Context: an optimization exercise on an open-source flow, tuned for small area. The choices shown serve that exercise and are no tape-out recipe. Function was checked by simulation only, so behaviour that the tests miss may differ from the original.

## raven
==> flow/design.v <==
module sur(
    input        CLK,
    input        rst,
    input        EN_sur,
    input        ECHO1,
    input        ECHO2,
    input        ECHO3,
    input        ECHO4,
    input        ECHO5,
    output       TRIG1,
    output       TRIG2,
    output       TRIG3,
    output       TRIG4,
    output       TRIG5,
    output       SG90,
    output [3:0] dig,
    output [6:0] seg,
    output [3:0] dis
);
reg [12:0] tc;
reg        trig;
wire tc_end = tc[12] & tc[9] & tc[8] & tc[7] & tc[3];    
wire tc_low = ~|tc[12:1];                                 
always @(posedge CLK)
begin
    trig <= ~EN_sur & tc_low;
    if (rst)
        tc <= 0;
    else if (!EN_sur)
        tc <= tc_end ? 13'd0 : tc + 13'd1;
end
assign TRIG1 = trig;
assign TRIG2 = trig;
assign TRIG3 = trig;
assign TRIG4 = trig;
assign TRIG5 = trig;
reg [12:0] fc;
wire clr = fc[12] & fc[9] & fc[8] & fc[7] & fc[3];      
always @(posedge CLK)
    if (rst | clr)
        fc <= 0;
    else
        fc <= fc + 13'd1;
wire [4:0] echo = {ECHO5, ECHO4, ECHO3, ECHO2, ECHO1};
reg  [3:0] q [0:4];
reg  [4:0] r [0:4];
reg  [4:0] far;                   
integer i;
always @(posedge CLK)
    for (i = 0; i < 5; i = i + 1)
        if (rst | clr) begin
            q[i]   <= 0;
            r[i]   <= 0;
            far[i] <= 0;
        end else if (echo[i]) begin
            if (r[i] >= 5'd24) begin
                r[i] <= r[i] - 5'd24;
                q[i] <= q[i] + 4'd1;
            end else
                r[i] <= r[i] + 5'd5;
            if (q[i] == 4'd10 && r[i] == 5'd0)
                far[i] <= 1'b1;
        end
reg [2:0] min;
reg [3:0] dreg;
wire four = (echo == 5'b11110) | (echo == 5'b11101) | (echo == 5'b11011) |
            (echo == 5'b10111) | (echo == 5'b01111);
wire all_far = &far;
wire [3:0] qsel = ({4{~ECHO1}} & q[0]) | ({4{~ECHO2}} & q[1]) | ({4{~ECHO3}} & q[2]) |
                  ({4{~ECHO4}} & q[3]) | ({4{~ECHO5}} & q[4]);
wire [2:0] nsel = ~ECHO1 ? 3'd1 : ~ECHO2 ? 3'd2 : ~ECHO3 ? 3'd3 : ~ECHO4 ? 3'd4 : 3'd5;
always @(posedge CLK)
    if (rst) begin
        min  <= 0;
        dreg <= 0;
    end else if (four) begin
        min  <= all_far ? 3'd0 : nsel;
        dreg <= all_far ? 4'd0 : qsel;
    end else if (clr)
        min  <= 0;
assign dis = dreg;
reg [10:0] dc;
reg        ph;
wire dc_end = dc[10] & dc[9] & dc[8] & dc[7] & dc[6] & dc[4];   
always @(posedge CLK)
    if (rst) begin
        dc <= 0;
        ph <= 0;
    end else if (dc_end) begin
        dc <= 0;
        ph <= ~ph;
    end else
        dc <= dc + 11'd1;
wire ce20 = dc_end & ~ph;
reg [2:0] pw;
always @(posedge CLK)
    if (rst)
        pw <= 0;
    else if (ce20)
        pw <= min;
reg [9:0] pc;
reg       sg;
wire pc_end = pc[9] & pc[8] & pc[7] & pc[6] & pc[5] & pc[3];    
reg below;
always @*
    case (pw)
        3'd1: below = pc < 10'd40;
        3'd2: below = pc < 10'd60;
        3'd3: below = pc < 10'd80;
        3'd4: below = pc < 10'd100;
        3'd5: below = pc < 10'd120;
        default: below = 1'b0;
    endcase
always @(posedge CLK)
begin
    if (rst | pc_end)
        pc <= 0;
    else
        pc <= pc + 10'd1;
    if (!pc_end)
        sg <= below;
end
assign SG90 = sg;
reg [3:0] dd;
reg       ph2;
reg [3:0] data;
always @(posedge CLK)
begin
    if (rst) begin
        dd  <= 0;
        ph2 <= 0;
    end else begin
        dd  <= dreg;
        ph2 <= ~ph2;
    end
    data <= ph2 ? {3'd0, dd >= 4'd10} : (dd >= 4'd10 ? dd - 4'd10 : dd);
end
assign dig = {2'b00, ~ph2, ph2};
reg [6:0] sg7;
always @*
    case (data)
        4'd0: sg7 = 7'b1111110;
        4'd1: sg7 = 7'b0110000;
        4'd2: sg7 = 7'b1101101;
        4'd3: sg7 = 7'b1111001;
        4'd4: sg7 = 7'b0110011;
        4'd5: sg7 = 7'b1011011;
        4'd6: sg7 = 7'b1011111;
        4'd7: sg7 = 7'b1110000;
        4'd8: sg7 = 7'b1111111;
        4'd9: sg7 = 7'b1111011;
        default: sg7 = 7'b1111110;
    endcase
assign seg = sg7;
endmodule
make LEC_CHECK=0 CAP_MARGIN=20 CORE_MARGIN=2 CORE_UTILIZATION=40 SLEW_MARGIN=20 finish   # period 25.0 ns
run.sh (not shown) runs the stock make flow with config.mk's settings and CLKGATE_MAP_FILE= SYNTH_SCRIPT=/design/flow/synth_recipe.tcl, a recipe that flattens the netlist after the stock synthesis.
## Diff of input files: xenon against raven
Settings: setting CTS_BUF_LIST to sky130_fd_sc_hd__clkbuf_8 sky130_fd_sc_hd__clkbuf_4 for the first time; changing CORE_UTILIZATION from 40 to 70.
Of the two candidates, raven has the worse first-iteration DRC count and xenon the better one. Comparing raven against xenon, there is no change at all in number of antenna repair diodes. | routed wire length | xenon vs raven | 5.2% lower |. Max sequential share of layout area across xenon and raven: xenon. Iteration count of the initial detailed-routing pass sits higher in xenon than in raven. Maximum frequency: raven vs xenon — no meaningful difference.

-- re-timing with driven ports --
How much do the figures lean on ideal ports? The routed layouts below were timed once more, with nothing changed but the port constraints.
Step 1: set_driving_cell puts a clkbuf_16 on CLK and a buf_2 on each other input, an assumption about the parent block.
Step 2 also shifts input and output timing later by t, the mid clock arrival at the registers, as if the neighbouring blocks saw the same clock.
Three values: ideal, step 1, step 2; two values: the first two.
| run | t (ns) | setup slack, ns | hold slack, ns | worst register clock-pin slew, ns |
|---|---|---|---|---|
| raven | 0.448 | 17.964 / 17.921 / 17.839 | 0.441 / 0.441 / 0.441 | 0.06 / 0.06 |
| xenon | 0.451 | 17.948 / 17.914 / 17.879 | 0.434 / 0.434 / 0.434 | 0.07 / 0.07 |
After both steps every run listed still meets setup and hold. For raven, which loses most, drivers alone change the setup slack by -0.043 ns; drivers and shift together by -0.125 ns.
